Context: an optimization exercise on an open-source flow, tuned for small area. The choices shown serve that exercise and are no tape-out recipe. Function was checked by simulation only, so behaviour that the tests miss may differ from the original. No driver is modelled on the clock port, so clocking that relies on it looks cheaper here than on a real chip. No activity file was given, so power comes from the tool's default toggle rates.

$ cat flow/config.mk
export PLATFORM = sky130hd
export DESIGN_NAME = DFM
export DESIGN_NICKNAME = DFM
export VERILOG_FILES = /design/flow/design.v
export SDC_FILE = /design/flow/constraint.sdc
export NUM_CORES = 4
export LEC_CHECK = 0
export CAP_MARGIN = 20
export CORE_MARGIN = 2
export CORE_UTILIZATION = 40
export SLEW_MARGIN = 20
$ cat flow/constraint.sdc
create_clock -name core_clock -period 10.0 [get_ports {Sys_CLK}]
set_input_delay 2.0000 -clock core_clock [delete_from_list [all_inputs] [get_ports {Sys_CLK}]]
set_output_delay 2.0000 -clock core_clock [all_outputs]
set_load 0.01 [all_outputs]
$ cat flow/design.v
`timescale 1ns / 1ps
module DFM(Sys_CLK, Sys_RST, D8, Uart_Tx);
input Sys_CLK, Sys_RST, D8;
output Uart_Tx;
function [19:0] inc20;
  input [19:0] t;
  input ci, clr;
  integer i;
  reg c;
  begin
    c = ci;
    for (i = 0; i < 20; i = i + 1) begin
      inc20[i] = ~clr & (t[i] ^ c);
      c = c & t[i];
    end
  end
endfunction
integer j;
reg [1:0] q;
reg [7:0] v;
reg [5:0] sl;
reg armed;          
wire tick = ~q[1] & q[0];
wire z = (sl == 6'd47);      
wire sl_end = sl_last & (v == 8'd44);
reg [7:0] v_n;
reg [5:0] sl_n;
reg rc;
always @(*) begin
  rc = tick;
  for (j = 0; j < 8; j = j + 1) begin
    v_n[j] = v[j] ^ rc;
    rc = rc & v[j];
  end
  v_n[0] = v_n[0] | rc;       
  rc = tick & (v == 8'd12);
  for (j = 0; j < 6; j = j + 1) begin
    sl_n[j] = sl[j] ^ rc;
    rc = rc & sl[j];
  end
end
always @(posedge Sys_CLK or negedge Sys_RST)
  if (!Sys_RST) begin
    q <= 2'd0; v <= 8'd43; sl <= 6'd47; armed <= 1'b0;
  end else begin
    q <= {q[1] ^ q[0], ~q[0]};
    if (tick & sl_end) begin
      v <= 8'd13;
      sl <= 6'd14;
    end else begin
      v <= v_n;
      sl <= sl_n;
    end
    if (tick & sl_end & ~z) armed <= 1'b1;
  end
reg d_buf, d_buf1;
wire d_rise = d_buf & ~d_buf1;
reg [7:0] pc;       
reg pg;             
reg rg;             
reg rg_d;           
reg gb_x;           
reg [19:0] t_x, t_h, t_l;    
reg [19:0] num_x, c_h, c_l;  
wire pc_end = pc[7] & ~pc[6] & ~pc[5] & (pc[3:0] == 4'd0);
wire [7:0] pc_n = {pc[6:5], pc[4] & ~pc_end, pc[3:0], ~(pc[7] ^ pc[6] ^ pc[5])};
always @(posedge Sys_CLK) begin
  d_buf <= D8; d_buf1 <= d_buf;
  rg_d <= rg;
end
always @(posedge Sys_CLK or negedge Sys_RST)
  if (!Sys_RST) begin
    pc <= 8'h00; pg <= 1'b0;
    rg <= 1'b0; gb_x <= 1'b0;
  end else begin
    pc <= pc_n;
    if (pc_end) pg <= ~pg;
    if (d_rise) begin
      rg <= pg;
      gb_x <= rg;
    end
  end
always @(posedge Sys_CLK) begin
  t_x <= inc20(t_x, d_rise & rg, ~rg & (d_rise | ~gb_x));
  if ((d_rise & gb_x & ~rg) | z) num_x <= t_x;
  t_h <= inc20(t_h, rg & d_buf1, ~rg);
  t_l <= inc20(t_l, rg & ~d_buf1, ~rg);
  if ((rg_d & ~rg) | z) begin
    c_h <= t_h;
    c_l <= t_l;
  end
end
reg c8, c16, cc;
integer k;
always @(*) begin
  cc = 1'b0;
  c8 = 1'b0;
  for (k = 0; k < 16; k = k + 1) begin
    cc = (c_h[k] & c_l[k]) | (cc & (c_h[k] | c_l[k]));
    if (k == 7) c8 = cc;
  end
  c16 = cc;
end
wire sl_last = (sl == 6'd46) | (sl == 6'd47);
reg gx, gs, gh, gl, hdr, txon;
reg [1:0] bj;
always @(*)
  case (sl)
    6'd14: begin {gx, gs, gh, gl, hdr} = 5'b10000; bj = 2'd0; txon = 1'b1; end
    6'd15: begin {gx, gs, gh, gl, hdr} = 5'b10000; bj = 2'd1; txon = 1'b1; end
    6'd16: begin {gx, gs, gh, gl, hdr} = 5'b10000; bj = 2'd2; txon = 1'b1; end
    6'd17: begin {gx, gs, gh, gl, hdr} = 5'b00000; bj = 2'd2; txon = 1'b1; end
    6'd18: begin {gx, gs, gh, gl, hdr} = 5'b00001; bj = 2'd2; txon = 1'b1; end
    6'd19: begin {gx, gs, gh, gl, hdr} = 5'b01000; bj = 2'd0; txon = 1'b1; end
    6'd20: begin {gx, gs, gh, gl, hdr} = 5'b01000; bj = 2'd1; txon = 1'b1; end
    6'd21: begin {gx, gs, gh, gl, hdr} = 5'b01000; bj = 2'd2; txon = 1'b1; end
    6'd22: begin {gx, gs, gh, gl, hdr} = 5'b00000; bj = 2'd2; txon = 1'b1; end
    6'd23: begin {gx, gs, gh, gl, hdr} = 5'b00001; bj = 2'd2; txon = 1'b1; end
    6'd24: begin {gx, gs, gh, gl, hdr} = 5'b00100; bj = 2'd0; txon = 1'b1; end
    6'd25: begin {gx, gs, gh, gl, hdr} = 5'b00100; bj = 2'd1; txon = 1'b1; end
    6'd26: begin {gx, gs, gh, gl, hdr} = 5'b00100; bj = 2'd2; txon = 1'b1; end
    6'd27: begin {gx, gs, gh, gl, hdr} = 5'b00000; bj = 2'd2; txon = 1'b1; end
    6'd28: begin {gx, gs, gh, gl, hdr} = 5'b00010; bj = 2'd0; txon = 1'b1; end
    6'd29: begin {gx, gs, gh, gl, hdr} = 5'b00010; bj = 2'd1; txon = 1'b1; end
    6'd30: begin {gx, gs, gh, gl, hdr} = 5'b00010; bj = 2'd2; txon = 1'b1; end
    6'd31: begin {gx, gs, gh, gl, hdr} = 5'b00000; bj = 2'd2; txon = 1'b1; end
    6'd32: begin {gx, gs, gh, gl, hdr} = 5'b00001; bj = 2'd2; txon = 1'b1; end
    6'd33: begin {gx, gs, gh, gl, hdr} = 5'b00001; bj = 2'd2; txon = 1'b0; end
    6'd34: begin {gx, gs, gh, gl, hdr} = 5'b00001; bj = 2'd2; txon = 1'b0; end
    6'd35: begin {gx, gs, gh, gl, hdr} = 5'b00001; bj = 2'd2; txon = 1'b0; end
    6'd36: begin {gx, gs, gh, gl, hdr} = 5'b00001; bj = 2'd2; txon = 1'b0; end
    6'd37: begin {gx, gs, gh, gl, hdr} = 5'b00001; bj = 2'd2; txon = 1'b0; end
    6'd38: begin {gx, gs, gh, gl, hdr} = 5'b00001; bj = 2'd2; txon = 1'b0; end
    6'd39: begin {gx, gs, gh, gl, hdr} = 5'b00001; bj = 2'd2; txon = 1'b0; end
    6'd40: begin {gx, gs, gh, gl, hdr} = 5'b00001; bj = 2'd2; txon = 1'b0; end
    6'd41: begin {gx, gs, gh, gl, hdr} = 5'b00001; bj = 2'd2; txon = 1'b0; end
    6'd42: begin {gx, gs, gh, gl, hdr} = 5'b00001; bj = 2'd2; txon = 1'b0; end
    6'd43: begin {gx, gs, gh, gl, hdr} = 5'b00001; bj = 2'd2; txon = 1'b0; end
    6'd44: begin {gx, gs, gh, gl, hdr} = 5'b00001; bj = 2'd2; txon = 1'b0; end
    6'd45: begin {gx, gs, gh, gl, hdr} = 5'b00001; bj = 2'd2; txon = 1'b0; end
    6'd46: begin {gx, gs, gh, gl, hdr} = 5'b00001; bj = 2'd2; txon = 1'b0; end
    6'd47: begin {gx, gs, gh, gl, hdr} = 5'b00001; bj = 2'd2; txon = 1'b0; end
    6'd48: begin {gx, gs, gh, gl, hdr} = 5'b00001; bj = 2'd2; txon = 1'b0; end
    6'd49: begin {gx, gs, gh, gl, hdr} = 5'b00001; bj = 2'd2; txon = 1'b0; end
    6'd50: begin {gx, gs, gh, gl, hdr} = 5'b00001; bj = 2'd2; txon = 1'b0; end
    6'd51: begin {gx, gs, gh, gl, hdr} = 5'b00001; bj = 2'd2; txon = 1'b0; end
    6'd52: begin {gx, gs, gh, gl, hdr} = 5'b00001; bj = 2'd2; txon = 1'b0; end
    6'd53: begin {gx, gs, gh, gl, hdr} = 5'b00001; bj = 2'd2; txon = 1'b0; end
    6'd54: begin {gx, gs, gh, gl, hdr} = 5'b00001; bj = 2'd2; txon = 1'b0; end
    6'd55: begin {gx, gs, gh, gl, hdr} = 5'b00001; bj = 2'd2; txon = 1'b0; end
    6'd56: begin {gx, gs, gh, gl, hdr} = 5'b00001; bj = 2'd2; txon = 1'b0; end
    6'd57: begin {gx, gs, gh, gl, hdr} = 5'b00001; bj = 2'd2; txon = 1'b0; end
    6'd58: begin {gx, gs, gh, gl, hdr} = 5'b00001; bj = 2'd2; txon = 1'b0; end
    6'd59: begin {gx, gs, gh, gl, hdr} = 5'b00001; bj = 2'd2; txon = 1'b0; end
    6'd60: begin {gx, gs, gh, gl, hdr} = 5'b00001; bj = 2'd2; txon = 1'b0; end
    6'd61: begin {gx, gs, gh, gl, hdr} = 5'b00001; bj = 2'd2; txon = 1'b0; end
    6'd62: begin {gx, gs, gh, gl, hdr} = 5'b00001; bj = 2'd2; txon = 1'b0; end
    6'd63: begin {gx, gs, gh, gl, hdr} = 5'b00001; bj = 2'd2; txon = 1'b0; end
    6'd0: begin {gx, gs, gh, gl, hdr} = 5'b00001; bj = 2'd2; txon = 1'b0; end
    6'd1: begin {gx, gs, gh, gl, hdr} = 5'b00001; bj = 2'd2; txon = 1'b0; end
    6'd2: begin {gx, gs, gh, gl, hdr} = 5'b00001; bj = 2'd2; txon = 1'b0; end
    6'd3: begin {gx, gs, gh, gl, hdr} = 5'b00001; bj = 2'd2; txon = 1'b0; end
    6'd4: begin {gx, gs, gh, gl, hdr} = 5'b00001; bj = 2'd2; txon = 1'b0; end
    6'd5: begin {gx, gs, gh, gl, hdr} = 5'b00001; bj = 2'd2; txon = 1'b0; end
    6'd6: begin {gx, gs, gh, gl, hdr} = 5'b00001; bj = 2'd2; txon = 1'b0; end
    6'd7: begin {gx, gs, gh, gl, hdr} = 5'b00001; bj = 2'd2; txon = 1'b0; end
    6'd8: begin {gx, gs, gh, gl, hdr} = 5'b00001; bj = 2'd2; txon = 1'b0; end
    6'd9: begin {gx, gs, gh, gl, hdr} = 5'b00001; bj = 2'd2; txon = 1'b0; end
    6'd10: begin {gx, gs, gh, gl, hdr} = 5'b00001; bj = 2'd2; txon = 1'b0; end
    6'd11: begin {gx, gs, gh, gl, hdr} = 5'b00001; bj = 2'd2; txon = 1'b0; end
    6'd12: begin {gx, gs, gh, gl, hdr} = 5'b00001; bj = 2'd2; txon = 1'b0; end
    6'd13: begin {gx, gs, gh, gl, hdr} = 5'b00001; bj = 2'd2; txon = 1'b0; end
  endcase
wire [2:0] lane = {bj == 2'd2, bj == 2'd1, bj == 2'd0};
wire [2:0] sx = {3{gx}} & lane;
wire [2:0] shh = {3{gh | gs}} & lane;
wire [2:0] sll = {3{gl | gs}} & lane;
wire [19:0] xz = num_x, hz = c_h, lz = c_l;
reg [7:0] p, qq;
integer n;
always @(*)
  for (n = 0; n < 8; n = n + 1) begin
    p[n] = (sx[0] & xz[n]) | (sx[1] & xz[8+n]) | (shh[0] & hz[n]) | (shh[1] & hz[8+n]);
    qq[n] = (sll[0] & lz[n]) | (sll[1] & lz[8+n]);
    if (n < 4) begin
      p[n] = p[n] | (sx[2] & xz[16+n]) | (shh[2] & hz[16+n]);
      qq[n] = qq[n] | (sll[2] & lz[16+n]);
    end
  end
wire ci = gs & (bj[1] ? c16 : bj[0] ? c8 : 1'b0);
reg [7:0] sm;
reg sc;
integer m;
always @(*) begin
  sc = ci;
  for (m = 0; m < 8; m = m + 1) begin
    sm[m] = p[m] ^ qq[m] ^ sc;
    sc = (p[m] & qq[m]) | (sc & (p[m] | qq[m]));
  end
end
wire [7:0] nb = {sm[7:5], sm[4] & ~(gs & bj[1]), sm[3] | hdr, sm[2], sm[1] | hdr, sm[0]};
reg [7:0] snap;     
always @(posedge Sys_CLK)
  if (tick & ((v == 8'd11) | (sl_last & (v == 8'd43)))) snap <= nb;
reg txb;
always @(*)
  case (v[7:4])
    4'd1: txb = 1'b0;
    4'd2: txb = snap[0];
    4'd3: txb = snap[1];
    4'd4: txb = snap[2];
    4'd5: txb = snap[3];
    4'd6: txb = snap[4];
    4'd7: txb = snap[5];
    4'd8: txb = snap[6];
    4'd9: txb = snap[7];
    4'd10: txb = ^snap;
    default: txb = 1'b1;
  endcase
assign Uart_Tx = (armed & txon) ? txb : 1'b1;
endmodule
$ cat flow/flow/run.sh
#!/bin/bash
# Standard layout, except:
#  * ports are buffered with buf_1 instead of the default buffer cell;
#  * the clock tree uses a clkbuf_8 root and clkbuf_4 leaf buffers, without
#    dummy loads; leaf buffers whose clock-pin slew would come out high are
#    swapped for clkbuf_8 before routing (flow/clkfix.tcl).
set -e
export BUFFER_PORTS_ARGS="-buffer_cell sky130_fd_sc_hd__buf_1"
export CTS_ARGS="-sink_clustering_enable -repair_clock_nets -dont_use_dummy_load -root_buf sky130_fd_sc_hd__clkbuf_8 -buf_list sky130_fd_sc_hd__clkbuf_4"
bash standard.sh cts > standard_cts.log 2>&1
openroad -no_init -exit flow/clkfix.tcl > clkfix.log 2>&1
bash standard.sh > standard_finish.log 2>&1
$ cat flow/flow/clkfix.tcl
# Swap clock leaf buffers (clkbuf_4) for clkbuf_8 where the estimated slew at
# a flip-flop clock pin they drive is over the limit below.
set limit_ps 115
set res orfs/results/sky130hd/DFM/base
set plat $::env(FLOW_HOME)/platforms/sky130hd
read_db $res/4_cts.odb
read_liberty $plat/lib/sky130_fd_sc_hd__tt_025C_1v80.lib
read_sdc $res/4_cts.sdc
source $plat/setRC.tcl
set_propagated_clock [all_clocks]
estimate_parasitics -placement
set block [ord::get_db_block]
set big [[ord::get_db] findMaster sky130_fd_sc_hd__clkbuf_8]
set changed 0
foreach inst [$block getInsts] {
  if {[[$inst getMaster] getName] ne "sky130_fd_sc_hd__clkbuf_4"} { continue }
  set net [[$inst findITerm X] getNet]
  if {$net eq "NULL"} { continue }
  set worst 0
  foreach pin [get_pins -of_objects [get_nets [$net getName]] -filter "direction == input"] {
    foreach p {slew_max_rise slew_max_fall} {
      set s [get_property $pin $p]
      set worst [expr {max($worst, $s)}]
    }
  }
  puts "[$inst getName] [$net getName] worst slew $worst"
  if {$worst * 1000.0 > $limit_ps} {
    $inst swapMaster $big
    incr changed
  }
}
puts "upsized $changed"
if {$changed} {
  detailed_placement
  check_placement
}
write_db $res/4_cts.odb
$ cat flow/standard.sh
#!/bin/bash
# synth_recipe.tcl (not shown) runs the flow's synth.tcl, then flattens the netlist and writes it again
# the make line also repeats each setting of config.mk as NAME=value (left out here)
make -C /OpenROAD-flow-scripts/flow DESIGN_CONFIG=/design/flow/config.mk WORK_HOME=/design/flow/orfs CLKGATE_MAP_FILE= SYNTH_SCRIPT=/design/flow/synth_recipe.tcl "${@:-finish}"
==> flow_summary.yaml, run 1 <==
detailed_routing:
  drtIter0Drc: 201
  dr.pass1.iters: 5
  drt-vias-per-instance: 5.06
  wirelength_mm: 11.3
  drcViolationCount: 0
  wl_per_cell_um: 15.3
  num_vias: 3748
  ant_nets: 0
sta:
  rsz0062_at_grt: "false"
  fin_tns_setup_ns: 0
  fin_ws_ns: 4.76
  period_needed_ns: 5.24
  skew_ns: 0.0268
  clock.fmax_ghz: 0.191
  final_max_slew_viol_count: 0
  worst_pin_slew_ns: 0.919
  slew_headroom: 0.386
  hold_viol: 0
  fin_crit_sh: 0.524
  setup_viol: 0
clock_network:
  htree_num_levels: 4
  cts_resized: 0
  cts_root_buf: "clkbuf_8"
  numCtsBuffers: 17
  postCtsSetupRepairBufs: 0
  numClockSinks: 159
  cts_tree: "yes"
  insertion_delay_ns: 0.43
  hold_buffers: 0
  clk_pin_slew_ns: 0.10
  clock_path_buffers: 2
global_route:
  grt_use_met3: 0.0360
  grt_usage: 0.139
  grt_pass1_vias: 3762
  grt_util_met1: 0.178
  grt_busiest_layer: "met2"
  antenna_found_initial: 0
  use_met2: 0.223
  grt_max_degree: 41
  grt_overflow: 0
  grt_pass1_wl_mm: 19.0
setup_path:
  critPathKind: "flop to flop"
  worstPathArrival_ns: 5.41
  cp.required_ns: 10.18
  critPathMaxFanout: 24
  start_kind: "flop"
  crit_path_end_kind: "flop"
power:
  leakage_uw: 0.00300
  ir_drop_mv: 0.0626
  p_per_area_nw_per_um2: 131
finish:
  final_util: 0.438
  diodes: 0
  fin_nets: 605
  design_area_um2: 7280
  regArea_um2: 4020
  fillers: 1526
  multi_input_area_um2: 2730
  drive_above_1_share: 0.0960
  area_delta_synth_final_pct: 6.22
die:
  start_util: 0.412
  die_w_um: 135
  core_um2: 16600
  ios: 4
  rows: 47
  die-area_um2: 18200
  die_height_um: 135
synthesis:
  yosysSeqAreaShare: 0.586
  yosys-top-cells-area: "edfxtp_1, dfxtp_1, ha_1, dfrtp_1, and2_1"
  synth_nets: 594
  synthDistinctLibCells: 64
  synth_common_cells: "ha_1, edfxtp_1, dfxtp_1"
  yosysTopAreaCell: "edfxtp_1"
  synth_cells: 512
  synth_flop_cell: "edfxtp_1"
  synth-edff-count: 68
  yosysMostFrequentCell: "ha_1"
  avgSynthCellArea_um2: 13.4
  async_reset_ff_frac: 0.176
  synth_seq_cells: 159
  yosys.area.top_type_share: 0.298
  synth_area_um2: 6860
  yosysWarnings: 1
place:
  io_buffers: 3
  place.gp.congestion: 0.883
  post-place-ws_ns: 4.75
  dp_hpwl_mm: 8.33
  place_area_um2: 7120
job:
  maxCapViolations: 0
min_path:
  hp-class: "flop to flop"
outcome:
  status: "finished clean"
==> worst max-delay path, cell delays in order (launching register included) <==
cell,delay (ns)
dfstp_2,0.85
nor2b_1,0.36
nor4_4,0.13
a222oi_1,0.32
inv_1,0.11
fa_1,0.44
fa_1,0.48
fa_1,0.47
fa_1,0.46
fa_1,0.46
fa_1,0.38
inv_1,0.09
fa_1,0.18
xor2_1,0.18
xnor2_1,0.09
==> per-stage QoR <==
stage | total power (uW) | hold WS, ns | instances
after floorplan | 688 | 0.324 | 512
after global placement | 691 | 0.332 | 724
after detailed placement | 691 | 0.336 | 724
after CTS | 950 | 0.356 | 741
after global routing | 995 | 0.360 | 741
final | 954 | 0.357 | 741
==> per-layer routing <==
layer  wire length (um)  up-vias
li1                   -     1855
met4                262        0
met2               5410       65
met1               5210     1811
met5                  0        -
met3                450       17
==> state kept, by name, indices dropped and copies added (netlist names), 8 cells and up <==
signal  count
c_h        20
c_l        20
num_x      20
pc          8
snap        8
t_h        20
t_l        20
t_x        20
v           8
==> cells by family after synthesis <==
| logic type | count (synthesis) | synth area share |
|---|---|---|
| AO/OA/AOI/OAI | 64 | 0.0745 |
| XOR/XNOR | 14 | 0.0179 |
| adder cells (fa/ha/maj) | 79 | 0.152 |
| buffers and inverters | 31 | 0.0184 |
| flip-flops | 159 | 0.586 |
| multiplexers | 14 | 0.0210 |
| AND/OR/NAND/NOR | 151 | 0.131 |
==> power breakdown <==
| part | internal (uW) | switching (uW) | leakage, uW |
|---|---|---|---|
| Combinational | 0.627 | 2.63 | 0.00151 |
| Clock | 100 | 178 | 0.0000912 |
| Sequential | 673 | 0.207 | 0.00141 |
| Total | 773 | 181 | 0.00300 |
==> cell usage in the layout, fill, tap and decap left out, drive strengths merged, types with 4 or more instances in the layout <==
cell type,netlist,routed
a21o,4,4
a21oi,7,7
a221oi,8,8
a222oi,6,6
a22oi,8,8
and2,43,43
and3,4,4
buf,6,7
clkbuf,9,17
dfrtp,19,19
dfstp,9,9
dfxtp,63,63
edfxtp,68,68
fa,7,7
ha,72,72
inv,16,16
mux2i,11,11
nand2,15,15
nor2,25,25
nor2b,33,33
o21ai,8,8
o22a,4,4
or2,5,5
or3,4,4
xnor2,8,8
xor2,6,6
==> final timing paths <==
kind                         start  endpoint  slack [ns]  cells past startpoint
setup / recovery             sl[0]   snap[7]        4.76                     14
max in group asynchronous  Sys_RST      v[1]        8.12                      2
setup reg to reg             sl[0]   snap[7]        4.76                     14
hold reg to reg              d_buf    d_buf1        0.36                      0
hold / removal               d_buf    d_buf1        0.36                      0
min in group asynchronous  Sys_RST     pc[0]        1.56                      2
==> cell type report <==
cell class | count | area share
Tap cell | 220 | 0.0378
Sequential cell | 159 | 0.551
Inverter | 16 | 0.00825
Timing Repair Buffer | 7 | 0.00567
Multi-Input combinational cell | 322 | 0.375
Clock buffer | 17 | 0.0218
==> inputs of run 2 (changes only) <==
--- a/flow/flow/clkfix.tcl
+++ b/flow/flow/clkfix.tcl
@@ -2,3 +2,3 @@
 # a flip-flop clock pin they drive is over the limit below.
-set limit_ps 115
+set limit_ps 130
 set res orfs/results/sky130hd/DFM/base
==> run 2 against run 1 <==
Compared with the run above: still clean on timing, DRC and antenna; core utilization fell by 0.11 points; design area fell by 0.26%; sequential cell count did not move; clock power fell by 6%; count of clock-buffer cells in the layout did not move; non-clock buffer count did not move; via count barely moved; routed wire length fell by 0.24%; sequential power barely moved; sequential share of layout area rose by 0.14 points; critical path type unchanged; largest power group unchanged; highest routed layer unchanged.
==> flow_summary.yaml, run 2 <==
outcome:
  status: "finished clean"
setup_path:
  slowest_delay_ns: 0.86
  cp.required_ns: 10.16
  regToRegEndpoint: "snap[7]"
  r2r_start: "sl[0]"
  start_kind: "flop"
  cp-endpoint: "snap[7]"
  crit_chain: "nor2b_1, nor4_4, a222oi_1, inv_1, fa_1, fa_1, fa_1, fa_1, fa_1, fa_1, inv_1, fa_1, xor2_1, xnor2_1"
  worstPathArrival_ns: 5.43
  rrSetupSlack_ns: 4.73
  crit_slowest_cell: "dfstp_2"
  rr_worst_depth: 14
  critPathKind: "flop to flop"
  cpMostUsedCell: "fa_1"
  cp-startpoint: "sl[0]"
  crit_path_end_kind: "flop"
  critPathMaxFanout: 24
place:
  placed_cells: 724
  place.gp.congestion: 0.883
  dp_hpwl_mm: 8.33
  io_buffers: 3
  post-place-ws_ns: 4.75
sta:
  slew_headroom: 0.386
  rsz0062_at_grt: "false"
  fin_tns_setup_ns: 0
  fin_crit_sh: 0.527
  fin_ws_ns: 4.73
  setup_viol: 0
  worst_pin_slew_ns: 0.919
  final_max_slew_viol_count: 0
  skew_ns: 0.0339
  clock.fmax_ghz: 0.190
  period_needed_ns: 5.27
  hold_viol: 0
die:
  die_w_um: 135
  die-area_um2: 18200
  start_util: 0.412
  die_height_um: 135
  ios: 4
  rows: 47
  core_um2: 16600
synthesis:
  synth_nets: 594
  yosysTopAreaCell: "edfxtp_1"
  avgSynthCellArea_um2: 13.4
  yosysMostFrequentCell: "ha_1"
  synth_seq_cells: 159
  synth_area_um2: 6860
  synth_flop_cell: "edfxtp_1"
  async_reset_ff_frac: 0.176
  yosys.area.top_type_share: 0.298
  synthDistinctLibCells: 64
  yosys-top-cells-area: "edfxtp_1, dfxtp_1, ha_1, dfrtp_1, and2_1"
  yosysSeqAreaShare: 0.586
  synth-edff-count: 68
  synth_common_cells: "ha_1, edfxtp_1, dfxtp_1"
  synth_cells: 512
  yosysWarnings: 1
power:
  p_total_uw: 938
  ir_drop_mv: 0.0589
  leakage_uw: 0.00299
  p_per_area_nw_per_um2: 129
clock_network:
  cts_root_buf: "clkbuf_8"
  cts_resized: 0
  clock_path_buffers: 2
  insertion_delay_ns: 0.42
  clk_pin_slew_ns: 0.10
  postCtsSetupRepairBufs: 0
  htree_num_levels: 4
  numCtsBuffers: 17
  numClockSinks: 159
  hold_buffers: 0
  cts_tree: "yes"
detailed_routing:
  dr.pass1.iters: 5
  wl_per_cell_um: 15.3
  wl_met3_um: 495
  wirelength_mm: 11.3
  wl_met1_mm: 5.19
  drcViolationCount: 0
  num_vias: 3746
  drtIter0Drc: 203
  drt-vias-per-instance: 5.06
  top_layer: "met4"
  ant_nets: 0
  wl_met2_mm: 5.37
global_route:
  grt_max_degree: 41
  grt_pass1_vias: 3759
  grt_usage: 0.139
  grt_pass1_wl_mm: 19.0
  grt_overflow: 0
  antenna_found_initial: 0
finish:
  fin_nets: 605
  layout_commonest_cell: "ha_1"
  final_cell_mix: "ha_1, edfxtp_1, dfxtp_1, and2_1, nor2b_1"
  multi_input_area_um2: 2730
  drive_above_1_share: 0.0960
  area_delta_synth_final_pct: 5.95
  final_util: 0.437
  regArea_um2: 4020
  diodes: 0
  instances_no_fill: 741
  fillers: 1528
min_path:
  hp-class: "flop to flop"
job:
  maxCapViolations: 0
-- run 2: cell types whose count changed in the layout (fill, tap and decap cells not counted) --
cell / previous run / this run
clkbuf_4: 12 / 15
clkbuf_8: 5 / 2
-- run 2: report_power, final --
part	internal, uW	switching [uW]
Sequential	673	0.200
Combinational	0.627	2.60
Clock	87.7	174
-- run 2: cell families after synthesis --
group	synth area share
AOI/OAI and AO/OA	0.0745
adders and majority gates	0.152
muxes	0.0210
and+or+nand+nor	0.131
DFF	0.586
buffers and inverters	0.0184
xor gates and xnor gates	0.0179
-- run 2: worst min path at each step --
stage	depth (start not counted)	end	slack, ns	startpoint
CTS	0	d_buf1	0.36	d_buf
global route	0	d_buf1	0.36	d_buf
finish	0	d_buf1	0.35	d_buf
floorplan	0	d_buf1	0.32	d_buf
detailed placement	0	d_buf1	0.34	d_buf
global placement	0	d_buf1	0.33	d_buf
-- run 2: worst max-delay path, delay by kind of cell (launching register included) --
kind / cells / cell delay, ns
AND/OR/NAND/NOR: 2 / 0.49
adder cells (fa/ha/maj): 7 / 2.87
flip-flops: 1 / 0.86
buffers and inverters: 2 / 0.20
AO/OA/AOI/OAI: 1 / 0.34
XOR/XNOR: 2 / 0.27
-- run 2: area by class of cell --
class / instances / share of cell area
Inverter: 16 / 0.00827
Timing Repair Buffer: 7 / 0.00568
Clock buffer: 17 / 0.0193
Tap cell: 220 / 0.0379
Sequential cell: 159 / 0.553
Multi-Input combinational cell: 322 / 0.376
-- run 2: layer usage --
metal,track usage,vias to the layer above
met3,0.0383,18
met4,0.0573,0
met2,0.223,66
met5,0,-
li1,-,1859
met1,0.178,1803
-- run 2: metrics by stage --
step | area, um^2 | hold slack (ns)
after detailed placement | 7120 | 0.336
final | 7260 | 0.354
after global placement | 7120 | 0.332
after global routing | 7260 | 0.360
after floorplan | 6860 | 0.324
after CTS | 7260 | 0.356
==> inputs of run 3 (changes only) <==
--- a/flow/config.mk
+++ b/flow/config.mk
@@ -7,5 +7,5 @@
 export LEC_CHECK = 0
-export CAP_MARGIN = 20
+export CAP_MARGIN = 0
 export CORE_MARGIN = 2
 export CORE_UTILIZATION = 40
-export SLEW_MARGIN = 20
+export SLEW_MARGIN = 0
==> run 3 against run 2 <==
Compared with the run above: still clean on timing, DRC and antenna; hold slack did not move; cell count did not move; die area did not move; clock skew did not move; core utilization did not move; setup slack did not move; critical path type unchanged; highest routed layer unchanged.
==> flow_summary.yaml, run 3 <==
outcome:
  status: "finished clean"
clock_network:
  numCtsBuffers: 17
  postCtsSetupRepairBufs: 0
  clock_path_buffers: 2
  insertion_delay_ns: 0.42
  cts_root_buf: "clkbuf_8"
  clk_pin_slew_ns: 0.10
  numClockSinks: 159
  htree_num_levels: 4
  cts_tree: "yes"
  cts_resized: 0
  hold_buffers: 0
power:
  p_total_uw: 938
  ir_drop_mv: 0.0589
  leakage_uw: 0.00299
  p_per_area_nw_per_um2: 129
die:
  rows: 47
  die_height_um: 135
  core_um2: 16600
  start_util: 0.412
  ios: 4
  die-area_um2: 18200
  die_w_um: 135
detailed_routing:
  wirelength_mm: 11.3
  drtIter0Drc: 203
  drt-vias-per-instance: 5.06
  num_vias: 3746
  wl_per_cell_um: 15.3
  drcViolationCount: 0
  ant_nets: 0
  dr.pass1.iters: 5
synthesis:
  yosys-top-cells-area: "edfxtp_1, dfxtp_1, ha_1, dfrtp_1, and2_1"
  avgSynthCellArea_um2: 13.4
  yosysSeqAreaShare: 0.586
  synth_flop_cell: "edfxtp_1"
  synth-edff-count: 68
  yosys.area.top_type_share: 0.298
  yosysTopAreaCell: "edfxtp_1"
  yosysMostFrequentCell: "ha_1"
  synth_nets: 594
  synth_cells: 512
  async_reset_ff_frac: 0.176
  synth_area_um2: 6860
  synthDistinctLibCells: 64
  synth_seq_cells: 159
  synth_common_cells: "ha_1, edfxtp_1, dfxtp_1"
  yosysWarnings: 1
finish:
  final_cell_mix: "ha_1, edfxtp_1, dfxtp_1, and2_1, nor2b_1"
  layout_commonest_cell: "ha_1"
  diodes: 0
  fin_nets: 605
  final_util: 0.437
  drive_above_1_share: 0.0960
  area_delta_synth_final_pct: 5.95
sta:
  period_needed_ns: 5.27
  final_max_slew_viol_count: 0
  rsz0062_at_grt: "false"
  fin_ws_ns: 4.73
  clock.fmax_ghz: 0.190
  setup_viol: 0
  fin_tns_setup_ns: 0
  skew_ns: 0.0339
  hold_viol: 0
  fin_crit_sh: 0.527
  slew_headroom: 0.386
  worst_pin_slew_ns: 0.919
setup_path:
  critPathMaxFanout: 24
  cp.required_ns: 10.16
  worstPathArrival_ns: 5.43
  critPathKind: "flop to flop"
  crit_path_end_kind: "flop"
  start_kind: "flop"
global_route:
  grt_pass1_wl_mm: 19.0
  grt_max_degree: 41
  grt_overflow: 0
  antenna_found_initial: 0
  grt_pass1_vias: 3759
  grt_usage: 0.139
place:
  post-place-ws_ns: 4.75
  place.gp.congestion: 0.883
  dp_hpwl_mm: 8.33
  io_buffers: 3
job:
  maxCapViolations: 0
min_path:
  hp-class: "flop to flop"
==> run 3: power breakdown <==
| part | internal [uW] | switching, uW | leakage [uW] |
|---|---|---|---|
| clock network | 87.7 | 174 | 0.0000834 |
| logic | 0.627 | 2.60 | 0.00151 |
| registers | 673 | 0.200 | 0.00141 |
==> run 3: cells by family (layout without fill, tap and decap cells) <==
kind of cell	Yosys count	in the layout	share of synthesized area
buf+inv	31	40	0.0184
flops	159	159	0.586
compound gates	64	64	0.0745
xor+xnor	14	14	0.0179
mux	14	14	0.0210
simple gates	151	151	0.131
fa+ha+maj	79	79	0.152
==> run 3: through the flow <==
step / area, um^2 / hold slack (ns) / instances
2_1_floorplan: 6860 / 0.324 / 512
3_3_place_gp: 7120 / 0.332 / 724
3_5_place_dp: 7120 / 0.336 / 724
4_1_cts: 7260 / 0.356 / 741
5_1_grt: 7260 / 0.360 / 741
6_report: 7260 / 0.354 / 741
==> run 3: worst max-delay path, stage by stage (launching register included) <==
cell,delay (ns)
dfstp_2,0.86
nor2b_1,0.36
nor4_4,0.13
a222oi_1,0.34
inv_1,0.11
fa_1,0.44
fa_1,0.48
fa_1,0.47
fa_1,0.46
fa_1,0.46
fa_1,0.38
inv_1,0.09
fa_1,0.18
xor2_1,0.18
xnor2_1,0.09
==> run 3: path summary, 6_finish.rpt <==
check / start / endpoint / slack, ns / cells past startpoint
worst max-delay path: sl[0] / snap[7] / 4.73 / 14
worst min-delay path: d_buf / d_buf1 / 0.35 / 0
worst max register to register: sl[0] / snap[7] / 4.73 / 14
worst min register to register: d_buf / d_buf1 / 0.35 / 0
max in group asynchronous: Sys_RST / sl[2] / 8.12 / 2
min in group asynchronous: Sys_RST / q[1] / 1.55 / 2
==> run 3: cell type report <==
class / instances / area (um^2)
tap: 220 / 275
inverter: 16 / 60.1
fill: 1528 / 9380
clock buffer: 17 / 140
timing repair buffer: 7 / 41.3
sequential: 159 / 4020
multi-input combinational: 322 / 2730
==> run 3: layer usage <==
metal | GRT usage | vias to the layer above | part of all wire
met4 | 0.0573 | 0 | 0.022
met3 | 0.0383 | 18 | 0.044
met5 | 0 | - | 0
li1 | - | 1859 | -
met2 | 0.223 | 66 | 0.48
met1 | 0.178 | 1803 | 0.46
==> inputs of run 4 (changes only) <==
--- a/flow/config.mk
+++ b/flow/config.mk
@@ -7,5 +7,5 @@
 export LEC_CHECK = 0
-export CAP_MARGIN = 0
+export CAP_MARGIN = 20
 export CORE_MARGIN = 2
-export CORE_UTILIZATION = 40
-export SLEW_MARGIN = 0
+export CORE_UTILIZATION = 65
+export SLEW_MARGIN = 20
==> run 4 against run 3 <==
Compared with the run above: still clean; register-to-register slack improved by 0.05 ns; sequential share of layout area increased by 0.84 points; routed wire length decreased by 1.2%; cell count decreased by 11%; design area decreased by 1.5%; non-clock buffer count increased by 1; power decreased by 0.29%; count of clock-buffer cells in the layout unchanged; largest cell class unchanged.
==> flow_summary.yaml, run 4 <==
detailed_routing:
  ant_nets: 0
  drtIter0Drc: 244
  wirelength_mm: 11.2
  dr.pass1.iters: 5
  drt-vias-per-instance: 5.72
  num_vias: 3765
  drcViolationCount: 0
  wl_per_cell_um: 17.0
outcome:
  status: "finished clean"
clock_network:
  cts_root_buf: "clkbuf_8"
  postCtsSetupRepairBufs: 0
  numCtsBuffers: 17
  cts_tree: "yes"
  clk_pin_slew_ns: 0.10
  hold_buffers: 0
  cts_resized: 0
  insertion_delay_ns: 0.42
  htree_num_levels: 4
  numClockSinks: 159
  clock_path_buffers: 2
synthesis:
  synth_common_cells: "ha_1, edfxtp_1, dfxtp_1"
  avgSynthCellArea_um2: 13.4
  synthDistinctLibCells: 64
  yosysWarnings: 1
  synth_nets: 594
  synth_cells: 512
  synth-edff-count: 68
  async_reset_ff_frac: 0.176
  yosys-top-cells-area: "edfxtp_1, dfxtp_1, ha_1, dfrtp_1, and2_1"
  yosys.area.top_type_share: 0.298
  yosysMostFrequentCell: "ha_1"
  synth_area_um2: 6860
  synth_flop_cell: "edfxtp_1"
  synth_seq_cells: 159
  yosysSeqAreaShare: 0.586
  yosysTopAreaCell: "edfxtp_1"
global_route:
  grt_pass1_vias: 3901
  grt_usage: 0.221
  grt_max_degree: 49
  grt_use_met3: 0.0590
  grt_pass1_wl_mm: 18.8
  grt_busiest_layer: "met2"
  grt_overflow: 0
  grt_util_met1: 0.286
  use_met2: 0.355
  antenna_found_initial: 0
sta:
  worst_pin_slew_ns: 0.871
  clock.fmax_ghz: 0.192
  setup_viol: 0
  final_max_slew_viol_count: 0
  fin_ws_ns: 4.79
  fin_crit_sh: 0.521
  slew_headroom: 0.418
  hold_viol: 0
  skew_ns: 0.0408
  rsz0062_at_grt: "false"
  whs_ns: 0.358
  fin_tns_setup_ns: 0
  period_needed_ns: 5.21
min_path:
  hp-class: "flop to flop"
  min-delay-start: "d_buf"
die:
  die_w_um: 107
  rows: 37
  die-area_um2: 11400
  core_um2: 10300
  ios: 4
  die_height_um: 107
  start_util: 0.667
power:
  p_per_area_nw_per_um2: 131
  ir_drop_mv: 0.100
  p_switching_uw: 178
  leakage_uw: 0.00300
  intPower_uw: 757
  pwr-share-comb: 0.003
  sequentialPowerShare: 0.720
  switching_share: 0.191
  clockPowerShare: 0.277
setup_path:
  cp-startpoint: "sl[0]"
  cp.required_ns: 10.13
  crit_path_end_kind: "flop"
  critPathKind: "flop to flop"
  r2r_start: "sl[0]"
  worstPathArrival_ns: 5.34
  start_kind: "flop"
  critPathMaxFanout: 24
place:
  post-place-ws_ns: 4.83
  dp_hpwl_mm: 8.28
  place.gp.congestion: 0.885
  io_buffers: 3
finish:
  drive_above_1_share: 0.0958
  fin_nets: 606
  multi_input_area_um2: 2730
  regArea_um2: 4020
  diodes: 0
  fillers: 756
  final_cell_mix: "ha_1, edfxtp_1, dfxtp_1, and2_1, nor2b_1"
  area_delta_synth_final_pct: 4.36
  layout_commonest_cell: "ha_1"
job:
  maxCapViolations: 0
## run 4: changes by cell type in the layout (fill, tap and decap cells not counted), sizes merged
| cell | previous run | this run |
|---|---|---|
| buf | 7 | 8 |
## run 4: kinds of logic after synthesis
family / count (synthesis) / synth area share
and+or+nand+nor: 151 / 0.131
xor gates and xnor gates: 14 / 0.0179
adders and majority gates: 79 / 0.152
AOI/OAI and AO/OA: 64 / 0.0745
buffers and inverters: 31 / 0.0184
muxes: 14 / 0.0210
DFF: 159 / 0.586
## run 4: layout make-up
class	count	area share
Tap cell	136	0.0238
Inverter	16	0.00839
Multi-Input combinational cell	322	0.381
Clock buffer	17	0.0187
Timing Repair Buffer	8	0.00682
Sequential cell	159	0.561
## run 4: metal layers
metal / wire (um) / up-vias
li1: - / 1862
met1: 5020 / 1814
met2: 5450 / 64
met3: 426 / 25
met4: 278 / 0
met5: 0 / -
## run 4: power groups by stage
stage	combinational [uW]	sequential, uW	clock, uW
after floorplan	0.427	687	0
after global placement	3.30	687	0
after detailed placement	3.42	687	0
after CTS	3.38	673	269
after global routing	3.77	673	294
final	3.21	673	259
## run 4: stage by stage
stage / util / cells / total power [uW] / cell area, um^2
after floorplan: - / 512 / 688 / 6860
after global placement: 0.683 / 641 / 691 / 7020
after detailed placement: 0.683 / 641 / 691 / 7020
after CTS: 0.696 / 658 / 946 / 7160
after global routing: 0.696 / 658 / 972 / 7160
final: 0.696 / 658 / 935 / 7160
## run 4: worst paths after layout
check                               end  slack [ns]  cells after the start
min in group asynchronous          q[0]        1.55                      2
worst min register to register   d_buf1        0.36                      0
worst max register to register  snap[7]        4.79                     14
worst min-delay path             d_buf1        0.36                      0
worst max-delay path            snap[7]        4.79                     14
max in group asynchronous         sl[5]        8.13                      2
## run 4: worst max-delay path: stages, from the launching register on
cell	delay (ns)
dfstp_2	0.87
nor2b_1	0.37
nor4_4	0.13
a222oi_1	0.31
inv_1	0.11
fa_1	0.44
fa_1	0.46
fa_1	0.46
fa_1	0.46
fa_1	0.44
fa_1	0.37
inv_1	0.07
fa_1	0.17
xor2_1	0.17
xnor2_1	0.09
==> inputs of run 5 (changes only) <==
--- a/flow/flow/clkfix.tcl
+++ b/flow/flow/clkfix.tcl
@@ -32,6 +32,8 @@
 puts "upsized $changed"
-if {$changed} {
-  detailed_placement
-  check_placement
-}
+# Downsize logic cells that synthesis sized up for speed, where timing allows.
+set_dont_use [get_lib_cells {sky130_fd_sc_hd__probe* sky130_fd_sc_hd__lpflow_*}]
+estimate_parasitics -placement
+repair_timing -recover_power 100 -verbose
+detailed_placement
+check_placement
 write_db $res/4_cts.odb
--- a/flow/config.mk
+++ b/flow/config.mk
@@ -9,3 +9,3 @@
 export CORE_MARGIN = 2
-export CORE_UTILIZATION = 65
+export CORE_UTILIZATION = 40
 export SLEW_MARGIN = 20
==> run 5 against run 4 <==
Compared with the run above: die area up 60%; largest cell class unchanged; power up 0.28%; fmax down 5.4%; sequential power about the same; critical path depth unchanged; still clean on timing, DRC and antenna; sequential share of layout area down 0.90 points.
==> flow_summary.yaml, run 5 <==
outcome:
  status: "finished clean"
place:
  place_area_um2: 7120
  place.gp.congestion: 0.883
  dp_hpwl_mm: 8.33
  io_buffers: 3
finish:
  fillers: 1532
  diodes: 0
  area_delta_synth_final_pct: 6.06
  layout_commonest_cell: "ha_1"
  drive_above_1_share: 0.0937
  design_area_um2: 7270
  final_cell_mix: "ha_1, edfxtp_1, dfxtp_1, and2_1, nor2b_1"
  fin_nets: 607
synthesis:
  yosysSeqAreaShare: 0.586
  avgSynthCellArea_um2: 13.4
  synth_seq_cells: 159
  yosysWarnings: 1
  synth_area_um2: 6860
  yosysMostFrequentCell: "ha_1"
  synth_cells: 512
  yosys.area.top_type_share: 0.298
  synth_flop_cell: "edfxtp_1"
  async_reset_ff_frac: 0.176
  yosys-top-cells-area: "edfxtp_1, dfxtp_1, ha_1, dfrtp_1, and2_1"
  synth_nets: 594
  synth_common_cells: "ha_1, edfxtp_1, dfxtp_1"
  yosysTopAreaCell: "edfxtp_1"
  synth-edff-count: 68
  synthDistinctLibCells: 64
clock_network:
  clock_path_buffers: 2
  numClockSinks: 159
  cts_root_buf: "clkbuf_8"
  numCtsBuffers: 17
  insertion_delay_ns: 0.42
  cts_tree: "yes"
  clk_pin_slew_ns: 0.10
  cts_resized: 0
  postCtsSetupRepairBufs: 0
  hold_buffers: 0
  htree_num_levels: 4
power:
  p_per_area_nw_per_um2: 129
  ir_drop_mv: 0.0584
  leakage_uw: 0.00300
global_route:
  grt_max_degree: 41
  grt_overflow: 0
  antenna_found_initial: 0
  grt_pass1_vias: 3755
  grt_pass1_wl_mm: 19.0
  grt_usage: 0.139
setup_path:
  crit_path_end_kind: "flop"
  cp.required_ns: 10.17
  critPathMaxFanout: 24
  rrSetupSlack_ns: 4.49
  start_kind: "flop"
  worstPathArrival_ns: 5.68
  critPathKind: "flop to flop"
die:
  die-area_um2: 18200
  rows: 47
  ios: 4
  start_util: 0.412
  core_um2: 16600
  die_height_um: 135
  die_w_um: 135
sta:
  hold_viol: 0
  fin_tns_setup_ns: 0
  skew_ns: 0.0331
  period_needed_ns: 5.51
  rsz0062_at_grt: "false"
  clock.fmax_ghz: 0.181
  final_max_slew_viol_count: 0
  setup_viol: 0
  slew_headroom: 0.390
  worst_pin_slew_ns: 0.915
  fin_crit_sh: 0.551
detailed_routing:
  drcViolationCount: 0
  wirelength_mm: 11.3
  num_vias: 3731
  drt-vias-per-instance: 5.02
  ant_nets: 0
  wl_per_cell_um: 15.2
  dr.pass1.iters: 4
  drtIter0Drc: 205
min_path:
  hp-class: "flop to flop"
job:
  maxCapViolations: 0
## run 5: cell types whose count changed in the layout (fill, tap and decap cells not counted), sizes merged
cell    before  now
buf          8    6
clkbuf      17   20
## run 5: final cells by class
type	instances	area, um^2	share of cell area
clock buffer	17	140	0.0193
multi-input combinational	322	2720	0.374
sequential	159	4020	0.552
timing repair buffer	9	58.8	0.00809
tap	220	275	0.0379
inverter	16	60.1	0.00826
## run 5: report_power, final
group | internal [uW] | total [uW] | leakage, uW | switching, uW
registers | 673 | 673 | 0.00141 | 0.202
clock network | 87.7 | 262 | 0.0000834 | 174
logic | 0.493 | 3.12 | 0.00151 | 2.62
## run 5: per-layer routing
layer | track usage | wire [um] | share of wire | vias up
met2 | 0.222 | 5390 | 0.48 | 59
met4 | 0.0573 | 237 | 0.021 | 0
met3 | 0.0383 | 426 | 0.038 | 16
li1 | - | - | - | 1864
met1 | 0.178 | 5270 | 0.47 | 1792
met5 | 0 | 0 | 0 | -
## run 5: cell families (layout without fill, tap and decap cells)
kind of cell	Yosys count	count (layout)	share of synthesized area
DFF	159	159	0.586
AOI/OAI and AO/OA	64	64	0.0745
buffers and inverters	31	42	0.0184
xor gates and xnor gates	14	14	0.0179
and+or+nand+nor	151	151	0.131
adders and majority gates	79	79	0.152
muxes	14	14	0.0210
## run 5: stage by stage
stage	util	hold WS, ns	worst slack (ns)	std cells	power, uW
2_1_floorplan	-	0.324	5.23	512	688
3_3_place_gp	0.428	0.332	4.94	724	691
3_5_place_dp	0.428	0.336	4.75	724	691
4_1_cts	0.436	0.356	4.74	741	950
5_1_grt	0.437	0.360	4.17	743	981
6_report	0.437	0.354	4.49	743	938
## run 5: critical path, cell delays in order (launching register included)
cell and delay [ns]:
dfstp_1 1.12, nor2b_1 0.33, nor4_2 0.15, a222oi_1 0.34
inv_1 0.11, fa_1 0.44, fa_1 0.48, fa_1 0.47
fa_1 0.46, fa_1 0.45, fa_1 0.38, inv_1 0.09
fa_1 0.18, xor2_1 0.18, xnor2_1 0.09
## run 5: path summary, 6_finish.rpt
path,startpoint,endpoint,cells past startpoint
setup / recovery,sl[0],snap[7],14
hold / removal,d_buf,d_buf1,0
setup reg to reg,sl[0],snap[7],14
hold reg to reg,d_buf,d_buf1,0
max in group asynchronous,Sys_RST,sl[4],2
min in group asynchronous,Sys_RST,q[1],2
==> inputs of run 6 (changes only) <==
--- a/flow/flow/clkfix.tcl
+++ b/flow/flow/clkfix.tcl
@@ -32,6 +32,29 @@
 puts "upsized $changed"
-# Downsize logic cells that synthesis sized up for speed, where timing allows.
+# Synthesis sizes some logic cells up for speed; the clock period leaves
+# plenty of slack, so swap them back to the smallest size of the same cell
+# and let repair_design fix any slew or capacitance limit this breaks.
+set db [ord::get_db]
+set down 0
+foreach inst [$block getInsts] {
+  set name [[$inst getMaster] getName]
+  if {[$inst isFixed]} { continue }
+  if {![regexp {^(sky130_fd_sc_hd__[a-z0-9]+)_([0-9]+)$} $name -> base size]} { continue }
+  if {$size <= 1} { continue }
+  if {[regexp {clkbuf|clkinv|^sky130_fd_sc_hd__df|^sky130_fd_sc_hd__edf|tap|fill|decap} $name]} { continue }
+  if {[regexp {^(input|output)} [$inst getName]]} { continue }
+  set best ""
+  foreach s {0 1} {
+    set m [$db findMaster ${base}_$s]
+    if {$m ne "NULL"} { set best $m; break }
+  }
+  if {$best ne "" && [$best getWidth] < [[$inst getMaster] getWidth]} {
+    $inst swapMaster $best
+    incr down
+  }
+}
+puts "downsized $down"
+estimate_parasitics -placement
 set_dont_use [get_lib_cells {sky130_fd_sc_hd__probe* sky130_fd_sc_hd__lpflow_*}]
-estimate_parasitics -placement
-repair_timing -recover_power 100 -verbose
+repair_design
+puts "setup slack [worst_slack -max] hold slack [worst_slack -min]"
 detailed_placement
==> run 6 against run 5 <==
Compared with the run above: count of clock-buffer cells in the layout stayed put; via count is 0.88% higher; routed wire length is 0.16% higher; critical path type unchanged.
==> flow_summary.yaml, run 6 <==
global_route:
  grt_pass1_wl_mm: 19.0
  grt_usage: 0.139
  grt_max_degree: 37
  grt_overflow: 0
  grt_pass1_vias: 3760
  antenna_found_initial: 0
synthesis:
  synth_cells: 512
  yosysTopAreaCell: "edfxtp_1"
  synthDistinctLibCells: 64
  async_reset_ff_frac: 0.176
  synth_nets: 594
  synth_flop_cell: "edfxtp_1"
  synth_common_cells: "ha_1, edfxtp_1, dfxtp_1"
  yosys-top-cells-area: "edfxtp_1, dfxtp_1, ha_1, dfrtp_1, and2_1"
  yosys.area.top_type_share: 0.298
  yosysWarnings: 1
  synth_area_um2: 6860
  synth-edff-count: 68
  avgSynthCellArea_um2: 13.4
  synth_seq_cells: 159
  yosysMostFrequentCell: "ha_1"
  yosysSeqAreaShare: 0.586
finish:
  area_delta_synth_final_pct: 5.26
  fillers: 1544
  drive_above_1_share: 0.0766
  fin_nets: 606
  regArea_um2: 4020
  diodes: 0
  layout_commonest_cell: "ha_1"
  final_cell_mix: "ha_1, edfxtp_1, dfxtp_1, and2_1, nor2b_1"
  multi_input_area_um2: 2680
  instances_no_fill: 742
min_path:
  hp-class: "flop to flop"
clock_network:
  numCtsBuffers: 17
  hold_buffers: 0
  cts_tree: "yes"
  cts_root_buf: "clkbuf_8"
  htree_num_levels: 4
  clk_pin_slew_ns: 0.10
  numClockSinks: 159
  insertion_delay_ns: 0.42
  clock_path_buffers: 2
  postCtsSetupRepairBufs: 0
  cts_resized: 0
power:
  p_switching_uw: 177
  clockPowerShare: 0.279
  pwr-share-comb: 0.003
  leakage_uw: 0.00299
  ir_drop_mv: 0.0588
  switching_share: 0.188
  sequentialPowerShare: 0.718
  intPower_uw: 761
  p_per_area_nw_per_um2: 130
place:
  place.gp.congestion: 0.883
  placed_cells: 724
  post-place-ws_ns: 4.75
  dp_hpwl_mm: 8.33
  io_buffers: 3
detailed_routing:
  wirelength_mm: 11.3
  wl_per_cell_um: 15.3
  drt-vias-per-instance: 5.07
  drtIter0Drc: 234
  dr.pass1.iters: 5
  drcViolationCount: 0
  num_vias: 3764
  ant_nets: 0
sta:
  clock.fmax_ghz: 0.190
  setup_viol: 0
  fin_ws_ns: 4.74
  final_max_slew_viol_count: 0
  fin_tns_setup_ns: 0
  skew_ns: 0.0328
  period_needed_ns: 5.26
  worst_pin_slew_ns: 0.918
  hold_viol: 0
  rsz0062_at_grt: "false"
  slew_headroom: 0.387
  fin_crit_sh: 0.526
job:
  maxCapViolations: 0
die:
  start_util: 0.412
  die_w_um: 135
  die-area_um2: 18200
  ios: 4
  die_height_um: 135
  rows: 47
  core_um2: 16600
setup_path:
  critPathMaxFanout: 24
  cp.required_ns: 10.16
  start_kind: "flop"
  worstPathArrival_ns: 5.41
  crit_path_end_kind: "flop"
  critPathKind: "flop to flop"
  rrSetupSlack_ns: 4.74
outcome:
  status: "finished clean"
==> run 6: cell counts after synthesis <==
Identical to the previous run, type by type.
==> run 6: final timing paths <==
path                               from       to  depth (start not counted)
worst min register to register    d_buf   d_buf1                          0
worst max register to register    sl[0]  snap[7]                         14
max in group asynchronous       Sys_RST    sl[4]                          2
worst min-delay path              d_buf   d_buf1                          0
worst max-delay path              sl[0]  snap[7]                         14
min in group asynchronous       Sys_RST     q[1]                          2
==> run 6: kinds of logic after synthesis <==
logic type                 after synthesis  synth area share
muxes                                   14            0.0210
buffers and inverters                   31            0.0184
and+or+nand+nor                        151             0.131
xor gates and xnor gates                14            0.0179
DFF                                    159             0.586
AOI/OAI and AO/OA                       64            0.0745
adders and majority gates               79             0.152
==> run 6: power by group through the flow <==
stage               sequential, uW  combinational (uW)  clock [uW]
floorplan                      687               0.427           0
global placement               687                3.34           0
detailed placement             687                3.39           0
CTS                            673                3.42         274
global route                   673                3.61         304
finish                         673                3.11         261
==> run 6: critical path, cell delays in order, from the launching register on <==
cell and delay, ns:
dfstp_2 0.86, nand4bb_1 0.21, a21oi_1 0.18, a222oi_1 0.41, inv_1 0.11, fa_1 0.44, fa_1 0.48, fa_1 0.47
fa_1 0.46, fa_1 0.46, fa_1 0.38, inv_1 0.09, fa_1 0.18, xor2_1 0.18, xnor2_1 0.09
==> run 6: stage by stage <==
stage          total power (uW)  area (um^2)  hold WS [ns]   util
4_1_cts                     950         7260         0.356  0.436
6_report                    937         7220         0.354  0.434
2_1_floorplan               688         6860         0.324      -
3_3_place_gp                691         7120         0.332  0.428
5_1_grt                     981         7220         0.360  0.434
3_5_place_dp                691         7120         0.336  0.428
==> run 6: routing by layer <==
metal	share of wire	GRT usage	vias up	wire length, um
met2	0.48	0.225	70	5390
met5	0	0	-	0
met1	0.46	0.176	1813	5180
li1	-	-	1863	-
met3	0.046	0.0383	18	520
met4	0.022	0.0567	0	252
==> run 6: layout make-up <==
| cell class | instances | share of cell area |
|---|---|---|
| multi-input combinational | 322 | 0.371 |
| sequential | 159 | 0.556 |
| timing repair buffer | 8 | 0.00693 |
| clock buffer | 17 | 0.0194 |
| inverter | 16 | 0.00832 |
| tap | 220 | 0.0381 |
==> inputs of run 7 (changes only) <==
--- a/flow/flow/clkfix.tcl
+++ b/flow/flow/clkfix.tcl
@@ -42,4 +42,3 @@
   if {$size <= 1} { continue }
-  if {[regexp {clkbuf|clkinv|^sky130_fd_sc_hd__df|^sky130_fd_sc_hd__edf|tap|fill|decap} $name]} { continue }
-  if {[regexp {^(input|output)} [$inst getName]]} { continue }
+  if {[regexp {clkbuf|clkinv|^sky130_fd_sc_hd__df|^sky130_fd_sc_hd__edf|^sky130_fd_sc_hd__buf_|tap|fill|decap} $name]} { continue }
   set best ""
==> run 7 against run 6 <==
Compared with the run above: synthesized area stayed put; core utilization is 0.053 points lower; critical endpoint unchanged; sequential cell count stayed put; still clean.
==> flow_summary.yaml, run 7 <==
clock_network:
  clk_pin_slew_ns: 0.10
  numClockSinks: 159
  cts_resized: 0
  htree_num_levels: 4
  cts_root_buf: "clkbuf_8"
  hold_buffers: 0
  numCtsBuffers: 17
  insertion_delay_ns: 0.43
  cts_tree: "yes"
  clock_path_buffers: 2
  postCtsSetupRepairBufs: 0
synthesis:
  synth-edff-count: 68
  async_reset_ff_frac: 0.176
  yosysSeqAreaShare: 0.586
  yosysWarnings: 1
  synth_area_um2: 6860
  synth_nets: 594
  yosysTopAreaCell: "edfxtp_1"
  synth_common_cells: "ha_1, edfxtp_1, dfxtp_1"
  yosys-top-cells-area: "edfxtp_1, dfxtp_1, ha_1, dfrtp_1, and2_1"
  yosys.area.top_type_share: 0.298
  yosysMostFrequentCell: "ha_1"
  avgSynthCellArea_um2: 13.4
  synth_cells: 512
  synthDistinctLibCells: 64
  synth_seq_cells: 159
  synth_flop_cell: "edfxtp_1"
detailed_routing:
  wl_met3_um: 485
  num_vias: 3734
  ant_nets: 0
  drcViolationCount: 0
  dr.pass1.iters: 5
  drtIter0Drc: 208
  wl_met1_mm: 5.19
  wl_per_cell_um: 15.3
  top_layer: "met4"
  wirelength_mm: 11.3
  drt-vias-per-instance: 5.04
  wl_met2_mm: 5.42
setup_path:
  start_kind: "flop"
  critPathKind: "flop to flop"
  rrSetupSlack_ns: 4.75
  cp-startpoint: "sl[0]"
  crit_path_end_kind: "flop"
  r2r_start: "sl[0]"
  worstPathArrival_ns: 5.40
  critPathMaxFanout: 24
  cp-endpoint: "snap[7]"
  rr_worst_depth: 14
  regToRegEndpoint: "snap[7]"
  cp.required_ns: 10.15
job:
  maxCapViolations: 0
finish:
  final_cell_mix: "ha_1, edfxtp_1, dfxtp_1, and2_1, nor2b_1"
  layout_commonest_cell: "ha_1"
  regArea_um2: 4020
  diodes: 0
  fillers: 1542
  drive_above_1_share: 0.0768
  area_delta_synth_final_pct: 5.13
  fin_nets: 605
  final_util: 0.433
  multi_input_area_um2: 2680
place:
  place.gp.congestion: 0.883
  dp_hpwl_mm: 8.33
  io_buffers: 3
  post-place-ws_ns: 4.75
sta:
  rsz0062_at_grt: "false"
  period_needed_ns: 5.25
  final_max_slew_viol_count: 0
  clock.fmax_ghz: 0.190
  fin_crit_sh: 0.525
  fin_ws_ns: 4.75
  worst_pin_slew_ns: 0.919
  skew_ns: 0.0350
  hold_viol: 0
  fin_tns_setup_ns: 0
  slew_headroom: 0.386
  setup_viol: 0
die:
  core_um2: 16600
  ios: 4
  die_w_um: 135
  die-area_um2: 18200
  die_height_um: 135
  rows: 47
  start_util: 0.412
power:
  leakage_uw: 0.00299
  p_per_area_nw_per_um2: 130
  ir_drop_mv: 0.0584
global_route:
  antenna_found_initial: 0
  grt_pass1_wl_mm: 19.0
  grt_overflow: 0
  grt_max_degree: 41
  grt_usage: 0.139
  grt_pass1_vias: 3755
min_path:
  hp-class: "flop to flop"
outcome:
  status: "finished clean"
-- run 7: cell counts after synthesis --
No cell type changed its count.
-- run 7: worst min path at each step --
stage               start     end  slack (ns)  depth (start not counted)
finish              d_buf  d_buf1        0.35                          0
detailed placement  d_buf  d_buf1        0.34                          0
floorplan           d_buf  d_buf1        0.32                          0
global route        d_buf  d_buf1        0.36                          0
global placement    d_buf  d_buf1        0.33                          0
CTS                 d_buf  d_buf1        0.36                          0
-- run 7: cell families (layout without fill, tap and decap cells) --
family | Yosys count | count (layout) | share of synthesized area
muxes | 14 | 14 | 0.0210
adders and majority gates | 79 | 79 | 0.152
and+or+nand+nor | 151 | 151 | 0.131
DFF | 159 | 159 | 0.586
buffers and inverters | 31 | 40 | 0.0184
AOI/OAI and AO/OA | 64 | 64 | 0.0745
xor gates and xnor gates | 14 | 14 | 0.0179
-- run 7: worst max-delay path, stage by stage, from the launching register on --
cell and delay (ns):
dfstp_2 0.86, nand4bb_1 0.21, a21oi_1 0.19, a222oi_1 0.40, inv_1 0.11, fa_1 0.44
fa_1 0.48, fa_1 0.47, fa_1 0.46, fa_1 0.46, fa_1 0.38, inv_1 0.09
fa_1 0.18, xor2_1 0.18, xnor2_1 0.09
-- run 7: final cells by class --
class,count,area share
Multi-Input combinational cell,322,0.371
Tap cell,220,0.0382
Sequential cell,159,0.557
Clock buffer,17,0.0194
Inverter,16,0.00833
Timing Repair Buffer,7,0.00573
-- run 7: per-layer routing --
metal	GRT usage	up-vias
met2	0.223	66
met3	0.0383	17
met5	0	-
li1	-	1859
met4	0.0567	0
met1	0.177	1792
-- run 7: per-stage QoR --
| stage | instance area (um^2) | power, uW | instances | hold slack, ns |
|---|---|---|---|---|
| 4_1_cts | 7260 | 950 | 741 | 0.356 |
| 3_3_place_gp | 7120 | 691 | 724 | 0.332 |
| 2_1_floorplan | 6860 | 688 | 512 | 0.324 |
| 3_5_place_dp | 7120 | 691 | 724 | 0.336 |
| 5_1_grt | 7210 | 981 | 741 | 0.360 |
| 6_report | 7210 | 938 | 741 | 0.354 |
-- run 7: power by group --
group	leakage [uW]	switching, uW	internal [uW]
Combinational	0.00150	2.60	0.627
Clock	0.0000834	174	87.7
Sequential	0.00141	0.200	673

-- port drivers added, routing unchanged --
How much do the figures lean on ideal ports? The routed layouts below were timed once more, with nothing changed but the port constraints. Step 1: set_driving_cell puts a clkbuf_16 on Sys_CLK and a buf_2 on each other input, an assumption about the parent block. Step 2 times the ports against the registers' clock, not the clock port: input delays grow and output delays shrink by t, the midpoint of the rising clock arrivals with the driver on. Three values: ideal ports, drivers, drivers and shift; two values: the first two.
| run | shift t [ns] | setup WS [ns] | clock arrival spread, ns |
|---|---|---|---|
| run 1 | 0.448 | 4.763 / 4.763 / 4.763 | 0.027 / 0.027 |
| run 2 | 0.442 | 4.732 / 4.732 / 4.732 | 0.034 / 0.034 |
| run 3 | 0.442 | 4.732 / 4.732 / 4.732 | 0.034 / 0.034 |
| run 4 | 0.432 | 4.785 / 4.785 / 4.785 | 0.041 / 0.041 |
| run 5 | 0.441 | 4.488 / 4.488 / 4.488 | 0.033 / 0.033 |
| run 6 | 0.443 | 4.741 / 4.741 / 4.741 | 0.033 / 0.033 |
| run 7 | 0.442 | 4.750 / 4.750 / 4.750 | 0.035 / 0.035 |
After both steps every run listed still meets setup and hold.
